Source: an optimization exercise on an open RTL-to-GDS flow (aim: small area). Production flows keep margins and buffers that such runs may drop.
The RTL was checked by simulation tests, not by an equivalence proof against the original design.
Power is estimated from default activity; no workload was simulated.

==> try-raven: inputs <==
Design ahb_system, start of the top module:
module ahb_system (
    input          clk,
    input          rstn,
    input  [31:0]  m_addr_in,
    input  [2:0]   m_burst_in,
    input  [2:0]   m_size_in,
    input          m_sel_in,
    input          m_valid_in,
    input          m_write_in,
    input          m_delay_in,
    input          m_error_in,
    input  [31:0]  m_wdata_in,
    output         m_busy_out,
    output         m_error_out,
    output [31:0]  m_rdata_out,
    output         m_ready_out,
    output [31:0]  s0_addr_out,
    output [2:0]   s0_burst_out,
    output [2:0]   s0_size_out,
    output         s0_sel_out,
    output         s0_write_out,
    output [31:0]  s0_wdata_out,
    output         s0_error_out,
    input          s0_error_in,
    input  [31:0]  s0_rdata_in,
    input          s0_ready_in,
    output [31:0]  s1_addr_out,
    output [2:0]   s1_burst_out,
    output [2:0]   s1_size_out,
    output         s1_sel_out,
    output         s1_write_out,
    output [31:0]  s1_wdata_out,
    output         s1_error_out,
    input          s1_error_in,
    input  [31:0]  s1_rdata_in,
    input          s1_ready_in
);
Settings: LEC_CHECK=0, ABC_AREA=1, CAP_MARGIN=20, CORE_MARGIN=2, CORE_UTILIZATION=40, SLEW_MARGIN=20; clock period 20.0 ns.
run.sh (not shown) runs the stock make flow with config.mk's settings and CLKGATE_MAP_FILE= SYNTH_SCRIPT=/design/flow/synth_recipe.tcl, a recipe that flattens the netlist after the stock synthesis.
==> try-ember (differences from try-raven) <==
--- a/flow/design.v
+++ b/flow/design.v
@@ -156,36 +156,23 @@
 assign  s1_wdata_out  =  s_wgate1 ? w_data : 32'd0;
 assign  s0_error_out  =  1'b0;
 assign  s1_error_out  =  1'b0;
 always @(posedge clk) begin
     w_data   <=  m_wout;
-    c_rdata  <=  d_cur_nx[0] ? s_rdata_nx1 : s_rdata_nx0;
-    c_ready  <=  d_cur_nx[0] ? s_ready_nx1 : s_ready_nx0;
-    c_resp   <=  d_cur_nx[0] ? s_resp_nx1  : s_resp_nx0;
+    c_rdata  <=  (d_cur_nx == 2'd3) ? s_rdata_nx1 : (d_cur_nx == 2'd2) ? s_rdata_nx0 : 32'd0;
+    c_ready  <=  (d_cur_nx == 2'd3) ? s_ready_nx1 : (d_cur_nx == 2'd2) ? s_ready_nx0 : 1'b1;
+    c_resp   <=  (d_cur_nx == 2'd3) ? s_resp_nx1  : (d_cur_nx == 2'd2) ? s_resp_nx0  : d_cur_nx[0];
 end
 always @(posedge clk or negedge rstn) begin
     if (!rstn) begin
         x_rdata  <=  0;
         x_ready  <=  1;
         x_resp   <=  0;
     end else begin
-        case (d_cur)
-            2'd1: begin
-                x_ready  <=  1;
-                x_resp   <=  1;
-            end
-            2'd2, 2'd3: begin
-                x_rdata  <=  c_rdata;
-                x_ready  <=  c_ready;
-                x_resp   <=  c_resp;
-            end
-            default: begin
-                x_rdata  <=  0;
-                x_ready  <=  1;
-                x_resp   <=  0;
-            end
-        endcase
+        x_rdata  <=  c_rdata;
+        x_ready  <=  c_ready;
+        x_resp   <=  c_resp;
     end
 end
 reg  [2:0]  m_len;
 always @(*) begin
     case (m_burst_in)
@@ -210,14 +197,29 @@
 wire          m_add_new       =  (m_ready_r || !m_tu[1]) && m_valid_in;
 wire          m_trans_changed =  (m_taddr != m_addr_in) || (m_burst_in != hburst) || (m_size_in != hsize);
 wire          m_len_fixed     =  hburst[2] || hburst[1];
 wire          m_incr          =  (hburst == 3'd1);
 wire          m_timeout       =  (m_wc == 3'd6);
-wire  [31:0]  m_bnext         =  (!hburst || !m_bc) ? 32'd0 : burst_addr(haddr, hsize, hburst);
+wire  [31:0]  m_binc          =  burst_addr(haddr, hsize, hburst);
+wire          m_bzero         =  !hburst || !m_bc;
+reg  [31:0]  haddr_d;
+always @(*) begin
+    haddr_d  =  haddr;
+    case (m_next)
+        ST_RST:     haddr_d  =  32'd0;
+        ST_BUSY:    haddr_d  =  m_bzero ? 32'd0 : m_binc;
+        ST_NONSEQ:  if (m_add_new) haddr_d  =  m_addr_in;
+        ST_SEQ:     if (!m_b2s && (m_bc || m_incr) && !(m_tu[1] && !x_ready))
+                        haddr_d  =  m_bzero ? 32'd0 : m_binc;
+        default: ;
+    endcase
+end
 always @(*) begin
     m_next  =  ST_RST;
-    case (m_state)
+    if (!rstn)
+        m_next  =  ST_RST;
+    else case (m_state)
         ST_RST: begin
             if (!m_sel_in)
                 m_next  =  ST_RST;
             else if (!m_valid_in)
                 m_next  =  ST_IDLE;
@@ -282,77 +284,83 @@
             m_next  =  m_tu[1] ? ST_ERROR : ST_RST;
         end
         default: m_next  =  ST_RST;
     endcase
 end
-always @(negedge clk or negedge rstn) begin
+always @(posedge clk or negedge rstn) begin
     if (!rstn)
         m_state  <=  ST_RST;
     else
         m_state  <=  m_next;
 end
 always @(posedge clk or negedge rstn) begin
     if (!rstn) begin
-        haddr   <=  0;
-        hburst  <=  0;
-        hsize   <=  0;
-        htrans  <=  0;
-        hwrite  <=  0;
-        m_bc    <=  0;
-        m_b2s   <=  0;
         m_tu    <=  0;
-        m_wc    <=  0;
     end else begin
-        case (m_state)
+        case (m_next)
+            ST_RST:    m_tu  <=  0;
+            ST_IDLE, ST_BUSY: begin
+                if (m_tu && x_ready)
+                    m_tu  <=  m_tu - 2'd1;
+            end
+            ST_NONSEQ: begin
+                if (m_add_new)
+                    m_tu  <=  x_ready ? m_tu : (m_tu + 2'd1);
+                else
+                    m_tu  <=  x_ready ? (m_tu - 2'd1) : m_tu;
+            end
+            ST_SEQ:    m_tu  <=  x_ready ? m_tu : (m_tu + 2'd1);
+            ST_ERROR: begin
+                if (m_tu && x_ready)
+                    m_tu  <=  m_tu - 2'd1;
+            end
+            default: ;
+        endcase
+    end
+end
+always @(posedge clk) begin
+    begin
+        case (m_next)
             ST_RST: begin
-                haddr   <=  0;
                 hburst  <=  0;
                 hsize   <=  0;
                 htrans  <=  0;
                 hwrite  <=  0;
                 m_bc    <=  0;
                 m_b2s   <=  0;
-                m_tu    <=  0;
                 m_wc    <=  0;
             end
             ST_IDLE: begin
                 htrans  <=  TR_IDLE;
                 m_b2s   <=  0;
                 if (m_tu && x_ready) begin
-                    m_tu  <=  m_tu - 2'd1;
                     m_wc  <=  m_tu[1] ? m_wc : 3'd0;
                 end else if (m_tu) begin
                     m_wc  <=  m_wc + 3'd1;
                 end else begin
                     m_wc  <=  0;
                 end
             end
             ST_BUSY: begin
                 htrans  <=  TR_BUSY;
                 m_b2s   <=  1;
-                haddr   <=  m_bnext;
                 m_bc    <=  m_incr ? 5'd0 : (m_bc - 5'd1);
                 if (m_tu && x_ready) begin
-                    m_tu  <=  m_tu - 2'd1;
                     m_wc  <=  m_tu[1] ? m_wc : 3'd0;
                 end else if (m_tu) begin
                     m_wc  <=  m_wc + 3'd1;
                 end else begin
                     m_wc  <=  0;
                 end
             end
             ST_NONSEQ: begin
                 if (m_add_new) begin
-                    haddr   <=  m_addr_in;
                     hburst  <=  m_burst_in;
                     hsize   <=  m_size_in;
                     htrans  <=  TR_NONSEQ;
                     hwrite  <=  m_write_in;
                     m_bc    <=  5'd1 << m_len;
-                    m_tu    <=  x_ready ? m_tu : (m_tu + 2'd1);
-                end else begin
-                    m_tu    <=  x_ready ? (m_tu - 2'd1) : m_tu;
                 end
                 m_b2s  <=  0;
                 if (m_tu[1])
                     m_wc  <=  !x_ready ? (m_wc + 3'd1) : m_wc;
                 else
@@ -361,35 +369,28 @@
             ST_SEQ: begin
                 htrans  <=  TR_SEQ;
                 if (m_b2s) begin
                     m_b2s  <=  0;
                 end else if (m_bc || m_incr) begin
-                    haddr  <=  (m_tu[1] && !x_ready) ? haddr : m_bnext;
                     m_bc   <=  (m_incr || (m_tu[1] && !x_ready)) ? m_bc : (m_bc - 5'd1);
                 end
-                m_tu  <=  x_ready ? m_tu : (m_tu + 2'd1);
                 if (x_ready)
                     m_wc  <=  m_tu[1] ? m_wc : 3'd0;
                 else
                     m_wc  <=  m_tu ? (m_wc + 3'd1) : 3'd0;
             end
-            ST_ERROR: begin
-                if (m_tu && x_ready)
-                    m_tu  <=  m_tu - 2'd1;
-            end
             default: ;
         endcase
     end
 end
 always @(posedge clk) begin
-    if (m_state == ST_NONSEQ && m_add_new)
-        m_taddr  <=  m_addr_in;
-    else if (m_state == ST_NONSEQ)
-        m_taddr  <=  haddr;
+    haddr  <=  haddr_d;
+    if (m_next == ST_NONSEQ)
+        m_taddr  <=  haddr_d;
 end
 always @(posedge clk) begin
-    case (m_state)
+    case (m_next)
         ST_IDLE: begin
             if (x_ready && hwrite) begin
                 m_wnext  <=  m_wdata_in;
                 m_wout   <=  m_wnext;
             end
@@ -411,11 +412,11 @@
     if (!rstn) begin
         m_ready_r  <=  0;
         m_error_r  <=  0;
         m_rdata_r  <=  0;
     end else begin
-        case (m_state)
+        case (m_next)
             ST_RST: begin
                 m_ready_r  <=  0;
                 m_error_r  <=  0;
                 m_rdata_r  <=  0;
             end
@@ -503,17 +504,20 @@
 wire          t_idle    =  (htrans == 2'd0);
 wire          t_busy    =  (htrans == 2'd1);
 wire          t_nonseq  =  (htrans == 2'd2);
 wire          t_seq     =  (htrans == 2'd3);
 wire          incr      =  (burst_out == 3'd1);
-wire  [31:0]  bnext     =  (!burst_out || !bc) ? 32'd0 : burst_addr(addr_out, size_out, burst_out);
+wire  [31:0]  binc      =  burst_addr(addr_out, size_out, burst_out);
+wire          bzero     =  !burst_out || !bc;
 wire          burst_chg =  (hburst != burst_out);
-wire          trans_chg =  (bnext != haddr) || burst_chg || (hsize != size_out);
-wire          active    =  (state == ST_IDLE) || (state == ST_BUSY) || (state == ST_NONSEQ) || (state == ST_SEQ);
+wire          trans_chg =  (bzero ? (haddr != 32'd0) : (binc != haddr)) || burst_chg || (hsize != size_out);
+wire          active;
 always @(*) begin
     next  =  ST_RST;
-    case (state)
+    if (!rstn)
+        next  =  ST_RST;
+    else case (state)
         ST_RST: begin
             if (!hsel)
                 next  =  ST_RST;
             else if (hsize[2] || (hsize[1] && hsize[0]) || !t_nonseq)
                 next  =  ST_ERROR;
@@ -571,11 +575,11 @@
                 next  =  ST_SEQ;
         end
         default: next  =  ST_RST;
     endcase
 end
-always @(negedge clk or negedge rstn) begin
+always @(posedge clk or negedge rstn) begin
     if (!rstn)
         state  <=  ST_RST;
     else
         state  <=  next;
 end
@@ -587,11 +591,11 @@
         sel_out    <=  0;
         size_out   <=  0;
         write_out  <=  0;
         wgate      <=  0;
     end else begin
-        case (state)
+        case (next)
             ST_RST: begin
                 bc         <=  0;
                 burst_out  <=  0;
                 addr_out   <=  0;
                 sel_out    <=  0;
@@ -609,19 +613,20 @@
                 write_out  <=  hwrite;
                 bc         <=  {1'b0, len};
             end
             ST_SEQ: begin
                 if (ready_in) begin
-                    addr_out  <=  bnext;
+                    addr_out  <=  bzero ? 32'd0 : binc;
                     if (!incr)
                         bc  <=  bc - 4'd1;
                 end
             end
             default: ;
         endcase
         wgate  <=  active && write_out && !error_in;
     end
 end
+assign  active    =  (next == ST_IDLE) || (next == ST_BUSY) || (next == ST_NONSEQ) || (next == ST_SEQ);
 assign  rdata_nx  =  (active && !write_out && !error_in) ? rdata_in : 32'd0;
-assign  ready_nx  =  active ? ready_in : (state != ST_RST);
-assign  resp_nx   =  active ? error_in : (state != ST_RST);
+assign  ready_nx  =  active ? ready_in : (next != ST_RST);
+assign  resp_nx   =  active ? error_in : (next != ST_RST);
 endmodule
==> flow/flow/run.sh (new file) <==
#!/bin/bash
# The standard layout (standard.sh: ORFS from synthesis to finish) with
# three changes to how the layout is made:
#  - synthesis maps the logic with an area-only ABC script (synth_area.tcl);
#  - every port still gets a buffer, but the smallest one (buf_1);
#  - clock tree synthesis uses clkbuf_4 and adds no dummy loads.
# make's full output goes to standard.log here; each ORFS step's log is under
# orfs/logs/.
set -euo pipefail
here=$(pwd)
export FLOW_SYNTH_TCL="$here/synth_recipe.tcl"
export AREA_ABC_SCRIPT="$here/flow/abc_area.script"
export BUFFER_PORTS_ARGS="-buffer_cell sky130_fd_sc_hd__buf_1"
export CTS_ARGS="-sink_clustering_enable -repair_clock_nets -dont_use_dummy_load -buf_list sky130_fd_sc_hd__clkbuf_4"
sed "s#SYNTH_SCRIPT=[^ ]*#SYNTH_SCRIPT=$here/flow/synth_area.tcl#" standard.sh > standard_area.sh
grep -q "SYNTH_SCRIPT=$here/flow/synth_area.tcl" standard_area.sh
bash standard_area.sh > standard.log 2>&1
==> flow/flow/abc_area.script (new file) <==
strash
dc2
dch -f
map -a
strash
dc2
dch -f
map -a
topo
==> flow/flow/synth_area.tcl (new file) <==
# The standard flow's synthesis script (synth_recipe.tcl) with one change: ABC maps the
# logic with an area-only script (abc_area.script beside this file) in place
# of the ORFS script. Registers are mapped before ABC runs, so they are the
# same as in the standard synthesis.
proc abc {args} {
  set i [lsearch $args -script]
  set args [lreplace $args $i [expr {$i + 1}] -script $::env(AREA_ABC_SCRIPT)]
  yosys abc {*}$args
}
source $::env(FLOW_SYNTH_TCL)
==> flow/standard.sh (new file) <==
#!/bin/bash
# synth_recipe.tcl (not shown) runs the flow's synth.tcl, then flattens the netlist and writes it again
# the make line also repeats each setting of config.mk as NAME=value (left out here)
make -C /OpenROAD-flow-scripts/flow DESIGN_CONFIG=/design/flow/config.mk WORK_HOME=/design/flow/orfs CLKGATE_MAP_FILE= SYNTH_SCRIPT=/design/flow/synth_recipe.tcl "${@:-finish}"
--- a/flow/config.mk
+++ b/flow/config.mk
@@ -6,7 +6,8 @@
 export NUM_CORES = 4
 export LEC_CHECK = 0
 export ABC_AREA = 1
 export CAP_MARGIN = 20
 export CORE_MARGIN = 2
-export CORE_UTILIZATION = 40
+export CORE_UTILIZATION = 70
+export CTS_BUF_LIST = sky130_fd_sc_hd__clkbuf_4
 export SLEW_MARGIN = 20
removed: flow/run.sh
==> notes <==
In try-raven the sequential power is lower than in try-ember, by about 6%. Register-to-register slack: try-raven is lower than try-ember (4.5 ns). Cell count: try-raven is higher than try-ember (about 36%). Sequential cell count is the same in try-raven and try-ember. Between try-ember and try-raven, the lower global-route usage is in try-raven (gap 13 points). try-ember completed without violations. try-raven finished with timing, DRC and antenna clean. Between try-raven and try-ember, the lower routed wire length is in try-ember (gap about 36%, measured against try-ember). Critical path depth: try-ember is lower than try-raven (3). Of try-ember and try-raven, try-raven has the higher hold slack (gap 0.046 ns).

[static timing again, ports no longer ideal]
The flow's constraints put no driver on any port. The routed layout listed below was extracted and timed again, unchanged, in two steps. Step 1 (the two cells are an assumption about what drives the block):
set clk [get_ports {clk}]
set_driving_cell -lib_cell sky130_fd_sc_hd__clkbuf_16 $clk
set_driving_cell -lib_cell sky130_fd_sc_hd__buf_2 [delete_from_list [all_inputs] $clk]
Step 2 moves the port delays by t, midway between the first and last clock arrival at a register: inputs arrive t later, outputs are due t later. That takes back most of the time a late clock gives input paths. Slacks: no drivers / after step 1 / after step 2; pairs: no drivers / after step 1.
run: try-ember
t, ns: 0.748
setup WS [ns]: 4.962 / 4.962 / 4.962
cell pins on the clock port's net: 1
After both steps try-ember still meets setup and hold. The setup slack of try-ember moves by 0.000 ns with the drivers and by 0.000 ns with both steps.
